Source: an optimization exercise on an open RTL-to-GDS flow (aim: a short achievable clock period). Production flows keep margins and buffers that such runs may drop.
At most, simulation tests tie the RTL to the original design; equivalence was not proved.
No activity file was given, so power comes from the tool's default toggle rates.

==> inputs of build 82 <==
==> flow/design.v <==
module alu (
    input  wire [7:0] g,
    input  wire [7:0] p,
    output wire [7:0] result
);
    wire [7:0] g1, p1, g2, p2, g3;
    assign g1 = g | (p & {g[6:0], 1'b0});
    assign p1 = p & {p[6:0], 1'b1};
    assign g2 = g1 | (p1 & {g1[5:0], 2'b0});
    assign p2 = p1 & {p1[5:0], 2'b11};
    assign g3 = g2 | (p2 & {g2[3:0], 4'b0});
    assign result = p ^ {g3[6:0], 1'b0};
endmodule
module register (
    input  wire       clk,
    input  wire       reset,
    input  wire [7:0] dsel,       
    input  wire       dvalid,     
    input  wire       wdata,      
    input  wire       new_d,      
    input  wire [3:0] rd,         
    input  wire       byp,        
    input  wire       is_add,     
    input  wire       imm_b,      
    output reg        op1,        
    output reg        add_g,
    output reg        add_p
);
    reg [7:0] r;
    reg       operand2;           
    integer i;
    always @(posedge clk)
        for (i = 0; i < 8; i = i + 1)
            if (dsel[i]) r[i] <= wdata;
    wire rnew   = !rd[3] && (byp ? wdata : r[rd[2:0]]);
    wire rold   = dvalid && wdata;
    wire op1_nx = new_d ? rnew : rold;
    wire b_nx   = (!reset && is_add) ? imm_b : operand2;
    always @(posedge clk) begin
        op1 <= op1_nx;
        add_g <= op1_nx & b_nx;
        add_p <= op1_nx ^ b_nx;
        if (!reset && is_add) operand2 <= imm_b;
    end
endmodule
module memory #(
    parameter LB = 3,
    parameter NP = 1 << (8 - LB),
    parameter NL = 1 << LB
) (
    input  wire          clk,
    input  wire          reset,
    input  wire [14:0]   instr,      
    input  wire          imm_b,      
    input  wire          op1,        
    input  wire          sum,        
    output wire          wdata,      
    output reg           result      
);
    wire [2:0] op  = instr[14:12];
    wire [7:0] imm = instr[7:0];
    wire is_li  = (op == 3'b000);
    wire is_st  = (op == 3'b001);
    wire is_ld  = (op == 3'b010);
    wire is_add = (op == 3'b011);
    wire new_a  = !reset && (is_st || is_ld);
    reg          mem [0:255];
    reg [NP-1:0] pn;
    reg [NP-1:0] s_new;           
    reg          s_old, s_wb;     
    reg [7:0]    addr;            
    reg [NP-1:0] a_hi_oh;         
    reg [NL-1:0] lo_oh;           
    reg [NP-1:0] wsel;            
    reg          we;              
    reg          hold;            
    reg          ma_old, wb;
    reg          sumr;            
    reg          w_reg;           
    reg          w_h, w_s;        
    integer i, j;
    assign wdata = w_h ? hold : (w_s ? sumr : w_reg);
    always @(posedge clk)
        for (i = 0; i < 256; i = i + 1)
            if (wsel[i / NL] && lo_oh[i % NL]) mem[i] <= wdata;
    wire [LB-1:0] lo_new = imm[LB-1:0];
    wire [NP-1:0] hi_new = {{(NP-1){1'b0}}, 1'b1} << imm[7:LB];
    always @(posedge clk)
        for (j = 0; j < NP; j = j + 1)
            pn[j] <= mem[(j << LB) | lo_new];
    wire m_at_a   = s_wb ? wb : (|(pn & s_new) | (ma_old & s_old));
    wire data_out = we ? hold : m_at_a;      
    wire a_hit = we && (addr == imm);
    always @(posedge clk) begin
        hold <= data_out;
        ma_old <= m_at_a;
        wb <= wdata;
        sumr <= sum;
        s_new <= new_a ? hi_new : {NP{1'b0}};
        s_old <= !new_a;
        s_wb <= new_a ? a_hit : we;
        w_h <= !reset && is_ld;
        w_s <= !reset && is_add;
        if (new_a) begin
            addr <= imm;
            a_hi_oh <= hi_new;
            lo_oh <= {{(NL-1){1'b0}}, 1'b1} << lo_new;
        end
        if (!reset && is_li)
            w_reg <= imm_b;
        else if (!reset && is_st)
            w_reg <= op1;
        else
            w_reg <= wdata;
    end
    always @(posedge clk or posedge reset) begin
        if (reset) begin
            we <= 1'b0;
            wsel <= {NP{1'b0}};
            result <= 1'b0;
        end else begin
            we <= is_li | is_st | is_add;
            wsel <= is_st ? hi_new : ((is_li | is_add) ? a_hi_oh : {NP{1'b0}});
            if (is_ld)  result <= data_out;
            if (is_add) result <= sum;
        end
    end
endmodule
module cpu (
    input wire clk,               
    input wire reset,             
    input wire [15:0] instr,      
    output wire [7:0] result      
);
    localparam LB = 3;
    wire [2:0] op  = instr[14:12];
    wire [3:0] rd  = instr[11:8];
    wire [7:0] imm = instr[7:0];
    wire is_add = (op == 3'b011);
    wire new_d  = !reset && !op[2];
    reg [7:0]    dsel;            
    reg [3:0]    dest_reg;        
    reg [3:0]    dest_q;          
    wire dvalid = !dest_q[3];
    wire byp    = dvalid && (dest_q[2:0] == rd[2:0]);
    wire [7:0] wdata, operand1, add_g, add_p, alu_result;
    alu alu_inst (.g(add_g), .p(add_p), .result(alu_result));
    genvar b;
    generate
        for (b = 0; b < 8; b = b + 1) begin : bit_slice
            memory #(.LB(LB)) mem_inst (
                .clk(clk), .reset(reset), .instr(instr[14:0]), .imm_b(imm[b]),
                .op1(operand1[b]), .sum(alu_result[b]),
                .wdata(wdata[b]), .result(result[b])
            );
            register reg_file (
                .clk(clk), .reset(reset), .dsel(dsel), .dvalid(dvalid),
                .wdata(wdata[b]), .new_d(new_d), .rd(rd), .byp(byp),
                .is_add(is_add), .imm_b(imm[b]),
                .op1(operand1[b]), .add_g(add_g[b]), .add_p(add_p[b])
            );
        end
    endgenerate
    always @(posedge clk) begin
        dest_q <= new_d ? rd : dest_reg;
        if (new_d) begin
            dsel <= rd[3] ? 8'b0 : (8'b1 << rd[2:0]);
            dest_reg <= rd;
        end
    end
endmodule
==> flow/run.sh <==
#!/bin/bash
# synth_recipe.tcl (not shown) runs the flow's synth.tcl, then flattens the netlist and writes it again
# the make line also repeats each setting of config.mk as NAME=value (left out here)
make -C /OpenROAD-flow-scripts/flow DESIGN_CONFIG=/design/flow/config.mk WORK_HOME=/design/flow/orfs CLKGATE_MAP_FILE= SYNTH_SCRIPT=/design/flow/synth_recipe.tcl finish
==> flow/config.mk <==
export PLATFORM = sky130hd
export DESIGN_NAME = cpu
export DESIGN_NICKNAME = cpu
export VERILOG_FILES = /design/flow/design.v
export SDC_FILE = /design/flow/constraint.sdc
export NUM_CORES = 8
export LEC_CHECK = 0
export CAP_MARGIN = 20
export CORE_MARGIN = 2
export CORE_UTILIZATION = 65
export SETUP_SLACK_MARGIN = 2.4
export SLEW_MARGIN = 20
export SYNTH_HIERARCHICAL = 1
==> flow/constraint.sdc <==
create_clock -name core_clock -period 4.0 [get_ports {clk}]
set_input_delay 0.8000 -clock core_clock [delete_from_list [all_inputs] [get_ports {clk}]]
set_output_delay 0.8000 -clock core_clock [all_outputs]
set_load 0.01 [all_outputs]
==> build 65: changes against build 82 <==
--- a/flow/design.v
+++ b/flow/design.v
@@ -3,11 +3,36 @@
     input  wire [7:0] p,
-    output wire [7:0] result
-);
-    wire [7:0] g1, p1, g2, p2, g3;
-    assign g1 = g | (p & {g[6:0], 1'b0});
-    assign p1 = p & {p[6:0], 1'b1};
-    assign g2 = g1 | (p1 & {g1[5:0], 2'b0});
-    assign p2 = p1 & {p1[5:0], 2'b11};
-    assign g3 = g2 | (p2 & {g2[3:0], 4'b0});
-    assign result = p ^ {g3[6:0], 1'b0};
+    output wire [7:0] carry
+);
+    wire [7:0] g1, p1, g2, p2, g3, p3;
+    genvar i;
+    generate
+        for (i = 0; i < 8; i = i + 1) begin : prefix
+            if (i >= 1) begin : l1
+                alu_pg c (.gh(g[i]), .ph(p[i]), .gl(g[i-1]), .pl(p[i-1]), .g(g1[i]), .p(p1[i]));
+            end else begin : l1_pass
+                assign g1[i] = g[i];
+                assign p1[i] = p[i];
+            end
+            if (i >= 2) begin : l2
+                alu_pg c (.gh(g1[i]), .ph(p1[i]), .gl(g1[i-2]), .pl(p1[i-2]), .g(g2[i]), .p(p2[i]));
+            end else begin : l2_pass
+                assign g2[i] = g1[i];
+                assign p2[i] = p1[i];
+            end
+            if (i >= 4) begin : l3
+                alu_pg c (.gh(g2[i]), .ph(p2[i]), .gl(g2[i-4]), .pl(p2[i-4]), .g(g3[i]), .p(p3[i]));
+            end else begin : l3_pass
+                assign g3[i] = g2[i];
+                assign p3[i] = p2[i];
+            end
+        end
+    endgenerate
+    assign carry = {g3[6:0], 1'b0};
+endmodule
+module alu_pg (
+    input  wire gh, ph, gl, pl,
+    output wire g, p
+);
+    assign g = gh | (ph & gl);
+    assign p = ph & pl;
 endmodule
@@ -17,3 +42,2 @@
     input  wire [7:0] dsel,       
-    input  wire       dvalid,     
     input  wire       wdata,      
@@ -21,3 +45,2 @@
     input  wire [3:0] rd,         
-    input  wire       byp,        
     input  wire       is_add,     
@@ -29,2 +52,3 @@
     reg [7:0] r;
+    reg [3:0] dest;               
     reg       operand2;           
@@ -34,2 +58,4 @@
             if (dsel[i]) r[i] <= wdata;
+    wire dvalid = !dest[3];
+    wire byp    = dvalid && (dest[2:0] == rd[2:0]);
     wire rnew   = !rd[3] && (byp ? wdata : r[rd[2:0]]);
@@ -38,2 +64,4 @@
     wire b_nx   = (!reset && is_add) ? imm_b : operand2;
+    wire p_nx;
+    register_xor px (.a(op1_nx), .b(b_nx), .y(p_nx));
     always @(posedge clk) begin
@@ -41,5 +69,13 @@
         add_g <= op1_nx & b_nx;
-        add_p <= op1_nx ^ b_nx;
+        add_p <= p_nx;
+        if (new_d) dest <= rd;
         if (!reset && is_add) operand2 <= imm_b;
     end
+endmodule
+module register_xor (
+    input  wire a,
+    input  wire b,
+    output wire y
+);
+    assign y = a ^ b;
 endmodule
@@ -55,3 +91,4 @@
     input  wire          op1,        
-    input  wire          sum,        
+    input  wire          add_p,      
+    input  wire          carry,      
     output wire          wdata,      
@@ -82,2 +119,3 @@
     assign wdata = w_h ? hold : (w_s ? sumr : w_reg);
+    wire sum = add_p ^ carry;                
     always @(posedge clk)
@@ -90,8 +128,29 @@
             pn[j] <= mem[(j << LB) | lo_new];
-    wire m_at_a   = s_wb ? wb : (|(pn & s_new) | (ma_old & s_old));
-    wire data_out = we ? hold : m_at_a;      
+    wire [NP/2-1:0] x_pair;
+    wire [NP/8-1:0] x_oct;
+    genvar k;
+    generate
+        for (k = 0; k < NP / 2; k = k + 1) begin : pair
+            memory_ao22n g (.a(pn[2*k]), .b(s_new[2*k]), .c(pn[2*k+1]), .d(s_new[2*k+1]), .y(x_pair[k]));
+        end
+        for (k = 0; k < NP / 8; k = k + 1) begin : oct
+            memory_nand4 g (.a(x_pair[4*k]), .b(x_pair[4*k+1]), .c(x_pair[4*k+2]), .d(x_pair[4*k+3]), .y(x_oct[k]));
+        end
+    endgenerate
+    wire x_lo_n, x_hi_n, x;
+    memory_nor3 x_lo (.a(x_oct[0]), .b(x_oct[1]), .c(ma_old & s_old), .y(x_lo_n));
+    memory_nor2 x_hi (.a(x_oct[2]), .b(x_oct[3]), .y(x_hi_n));
+    memory_nand2 x_all (.a(x_lo_n), .b(x_hi_n), .y(x));
+    wire hold_nx, ma_nx, res_nx;
+    memory_sel hsel (.x(x), .sx(!we && !s_wb), .e(we ? hold : (s_wb && wb)), .out(hold_nx));
+    memory_sel msel (.x(x), .sx(!s_wb), .e(s_wb && wb), .out(ma_nx));
+    memory_res rsel (
+        .x(x), .sx(!is_add && is_ld && !we && !s_wb),
+        .e(!is_add && (is_ld ? (we ? hold : (s_wb && wb)) : result)),
+        .carry(carry), .a0(is_add && add_p), .a1(is_add && !add_p), .out(res_nx)
+    );
     wire a_hit = we && (addr == imm);
     always @(posedge clk) begin
-        hold <= data_out;
-        ma_old <= m_at_a;
+        hold <= hold_nx;
+        ma_old <= ma_nx;
         wb <= wdata;
@@ -123,6 +182,26 @@
             wsel <= is_st ? hi_new : ((is_li | is_add) ? a_hi_oh : {NP{1'b0}});
-            if (is_ld)  result <= data_out;
-            if (is_add) result <= sum;
+            result <= res_nx;
         end
     end
+endmodule
+module memory_ao22n (input wire a, b, c, d, output wire y);
+    assign y = !((a & b) | (c & d));
+endmodule
+module memory_nand4 (input wire a, b, c, d, output wire y);
+    assign y = !(a & b & c & d);
+endmodule
+module memory_nor3 (input wire a, b, c, output wire y);
+    assign y = !(a | b | c);
+endmodule
+module memory_nor2 (input wire a, b, output wire y);
+    assign y = !(a | b);
+endmodule
+module memory_nand2 (input wire a, b, output wire y);
+    assign y = !(a & b);
+endmodule
+module memory_sel (input wire x, sx, e, output wire out);
+    assign out = (x & sx) | e;
+endmodule
+module memory_res (input wire x, sx, e, carry, a0, a1, output wire out);
+    assign out = (x & sx) | e | (carry ? a1 : a0);
 endmodule
@@ -141,8 +220,4 @@
     reg [7:0]    dsel;            
-    reg [3:0]    dest_reg;        
-    reg [3:0]    dest_q;          
-    wire dvalid = !dest_q[3];
-    wire byp    = dvalid && (dest_q[2:0] == rd[2:0]);
-    wire [7:0] wdata, operand1, add_g, add_p, alu_result;
-    alu alu_inst (.g(add_g), .p(add_p), .result(alu_result));
+    wire [7:0] wdata, operand1, add_g, add_p, carry;
+    alu alu_inst (.g(add_g), .p(add_p), .carry(carry));
     genvar b;
@@ -152,3 +227,3 @@
                 .clk(clk), .reset(reset), .instr(instr[14:0]), .imm_b(imm[b]),
-                .op1(operand1[b]), .sum(alu_result[b]),
+                .op1(operand1[b]), .add_p(add_p[b]), .carry(carry[b]),
                 .wdata(wdata[b]), .result(result[b])
@@ -156,4 +231,4 @@
             register reg_file (
-                .clk(clk), .reset(reset), .dsel(dsel), .dvalid(dvalid),
-                .wdata(wdata[b]), .new_d(new_d), .rd(rd), .byp(byp),
+                .clk(clk), .reset(reset), .dsel(dsel),
+                .wdata(wdata[b]), .new_d(new_d), .rd(rd),
                 .is_add(is_add), .imm_b(imm[b]),
@@ -163,9 +238,4 @@
     endgenerate
-    always @(posedge clk) begin
-        dest_q <= new_d ? rd : dest_reg;
-        if (new_d) begin
-            dsel <= rd[3] ? 8'b0 : (8'b1 << rd[2:0]);
-            dest_reg <= rd;
-        end
-    end
-endmodule
+    always @(posedge clk)
+        if (new_d) dsel <= rd[3] ? 8'b0 : (8'b1 << rd[2:0]);
+endmodule
==> build 89: changes against build 82 <==
--- a/flow/design.v
+++ b/flow/design.v
@@ -52,4 +52,12 @@
     input  wire          reset,
-    input  wire [14:0]   instr,      
+    input  wire [7:0]    imm,        
     input  wire          imm_b,      
+    input  wire          is_li,      
+    input  wire          is_st,
+    input  wire          is_ld,
+    input  wire          is_add,
+    input  wire          we_nx,      
+    input  wire          new_a,      
+    input  wire          sel_wb,     
+    input  wire [NP-1:0] a_hi_oh,    
     input  wire          op1,        
@@ -59,9 +67,2 @@
 );
-    wire [2:0] op  = instr[14:12];
-    wire [7:0] imm = instr[7:0];
-    wire is_li  = (op == 3'b000);
-    wire is_st  = (op == 3'b001);
-    wire is_ld  = (op == 3'b010);
-    wire is_add = (op == 3'b011);
-    wire new_a  = !reset && (is_st || is_ld);
     reg          mem [0:255];
@@ -70,6 +71,4 @@
     reg          s_old, s_wb;     
-    reg [7:0]    addr;            
-    reg [NP-1:0] a_hi_oh;         
+    reg [NP-1:0] wsel;            
     reg [NL-1:0] lo_oh;           
-    reg [NP-1:0] wsel;            
     reg          we;              
@@ -77,7 +76,6 @@
     reg          ma_old, wb;
-    reg          sumr;            
     reg          w_reg;           
-    reg          w_h, w_s;        
+    reg          w_h;             
     integer i, j;
-    assign wdata = w_h ? hold : (w_s ? sumr : w_reg);
+    assign wdata = w_h ? hold : w_reg;
     always @(posedge clk)
@@ -90,5 +88,4 @@
             pn[j] <= mem[(j << LB) | lo_new];
-    wire m_at_a   = s_wb ? wb : (|(pn & s_new) | (ma_old & s_old));
+    wire m_at_a   = |(pn & s_new) | (ma_old & s_old) | (wb & s_wb);
     wire data_out = we ? hold : m_at_a;      
-    wire a_hit = we && (addr == imm);
     always @(posedge clk) begin
@@ -97,17 +94,15 @@
         wb <= wdata;
-        sumr <= sum;
-        s_new <= new_a ? hi_new : {NP{1'b0}};
-        s_old <= !new_a;
-        s_wb <= new_a ? a_hit : we;
+        s_new <= (new_a && !sel_wb) ? hi_new : {NP{1'b0}};
+        s_old <= !new_a && !sel_wb;
+        s_wb <= sel_wb;
         w_h <= !reset && is_ld;
-        w_s <= !reset && is_add;
-        if (new_a) begin
-            addr <= imm;
-            a_hi_oh <= hi_new;
-            lo_oh <= {{(NL-1){1'b0}}, 1'b1} << lo_new;
-        end
-        if (!reset && is_li)
+        if (new_a) lo_oh <= {{(NL-1){1'b0}}, 1'b1} << lo_new;
+        if (reset)
+            w_reg <= wdata;
+        else if (is_li)
             w_reg <= imm_b;
-        else if (!reset && is_st)
+        else if (is_st)
             w_reg <= op1;
+        else if (is_add)
+            w_reg <= sum;
         else
@@ -121,4 +116,4 @@
         end else begin
-            we <= is_li | is_st | is_add;
-            wsel <= is_st ? hi_new : ((is_li | is_add) ? a_hi_oh : {NP{1'b0}});
+            we <= we_nx;
+            wsel <= we_nx ? (new_a ? hi_new : a_hi_oh) : {NP{1'b0}};
             if (is_ld)  result <= data_out;
@@ -135,2 +130,3 @@
     localparam LB = 3;
+    localparam NP = 1 << (8 - LB);
     wire [2:0] op  = instr[14:12];
@@ -138,4 +134,12 @@
     wire [7:0] imm = instr[7:0];
+    wire is_li  = (op == 3'b000);
+    wire is_st  = (op == 3'b001);
+    wire is_ld  = (op == 3'b010);
     wire is_add = (op == 3'b011);
-    wire new_d  = !reset && !op[2];
+    wire we_nx  = is_li | is_st | is_add;
+    wire new_a = !reset && (is_st || is_ld);
+    wire new_d = !reset && !op[2];
+    reg          write_enable;    
+    reg [7:0]    addr;            
+    reg [NP-1:0] a_hi_oh;         
     reg [7:0]    dsel;            
@@ -143,2 +147,4 @@
     reg [3:0]    dest_q;          
+    wire a_hit  = write_enable && (addr == imm);
+    wire sel_wb = new_a ? a_hit : write_enable;
     wire dvalid = !dest_q[3];
@@ -151,3 +157,5 @@
             memory #(.LB(LB)) mem_inst (
-                .clk(clk), .reset(reset), .instr(instr[14:0]), .imm_b(imm[b]),
+                .clk(clk), .reset(reset), .imm(imm), .imm_b(imm[b]),
+                .is_li(is_li), .is_st(is_st), .is_ld(is_ld), .is_add(is_add),
+                .we_nx(we_nx), .new_a(new_a), .sel_wb(sel_wb), .a_hi_oh(a_hi_oh),
                 .op1(operand1[b]), .sum(alu_result[b]),
@@ -163,2 +171,8 @@
     endgenerate
+    always @(posedge clk or posedge reset) begin
+        if (reset)
+            write_enable <= 1'b0;
+        else
+            write_enable <= we_nx;
+    end
     always @(posedge clk) begin
@@ -169,2 +183,6 @@
         end
+        if (new_a) begin
+            addr <= imm;
+            a_hi_oh <= {{(NP-1){1'b0}}, 1'b1} << imm[7:LB];
+        end
     end
CORE_UTILIZATION = 40   (was 65)
==> comparison table <==
item	build 89	build 65	build 82
Cell leakage power	51.80 nW	56.35 nW	52.21 nW
Die Height	555.5 µm	466.4 µm	451.7 µm
Via-per-instance ratio	5.693	6.086	6.277
Worst hold slack after final layout	0.1240 ns	0.1920 ns	0.1761 ns
Fin util	47.68%	73.41%	74.27%
Cell area after placement	0.1272 mm²	0.1422 mm²	0.1344 mm²
Sw frac	24.31%	23.48%	23.36%
Psw	19.33 mW	20.24 mW	19.57 mW
Clk_skew	0.08209 ns	0.03297 ns	0.03519 ns
Clock power frac	38.5%	36.5%	37.1%
Fraction of the cycle the final worst path needs	60.59%	59.97%	59.41%
Number of antenna violations at the first check in global routing	23	13	9
Run status	complete, no violations	complete, no violations	complete, no violations
Slowest stage delay, CP	0.50 ns	0.50 ns	0.49 ns
GR Util met1	31.17%	40.76%	42.84%
CTS sink cnt	3,100	3,423	3,395
Pin slew with the least headroom to its limit	0.7754 ns	0.9947 ns	0.8691 ns
Synthesized instance count	8,956	10,120	9,221
Critical Path Source	bit_slice[0].mem_inst.result$_DFFE_PP0P_	bit_slice[5].mem_inst.result$_DFF_PP0_	bit_slice[3].mem_inst.result$_DFFE_PP0P_
Timing-limited maximum frequency	412.6 MHz	416.9 MHz	420.8 MHz
Function not checked in build 82 and build 89: the RTL went through the layout flow alone.

-- re-timing with driven ports --
The flow's constraints put no driver on any port. The routed layouts listed below were extracted and timed again, unchanged, in two steps.
Step 1: set_driving_cell puts a clkbuf_16 on clk and a buf_2 on each other input, an assumption about the parent block.
Step 2 moves the port delays by t, midway between the first and last clock arrival at a register: inputs arrive t later, outputs are due t later. That takes back most of the time a late clock gives input paths.
a / b / c = ideal ports / drivers / drivers and shift; a / b = the first two.
| run | t, ns | setup slack, ns | hold WS [ns] | worst register clock-pin slew, ns | worst data-port slew with drivers (ns) |
|---|---|---|---|---|---|
| build 82 | 1.014 | 1.624 / 1.535 / 1.006 | 0.176 / 0.120 / 0.442 | 0.07 / 0.07 | 0.37 |
| build 65 | 1.044 | 1.601 / 1.503 / 1.128 | 0.192 / 0.188 / 0.463 | 0.06 / 0.06 | 0.37 |
| build 89 | 1.051 | 1.576 / 1.466 / 0.840 | 0.124 / 0.040 / 0.426 | 0.07 / 0.07 | 0.19 |
After both steps setup and hold are still met in every run listed. The setup slack of build 89, which loses most, moves by -0.110 ns with the drivers and by -0.736 ns with both steps.
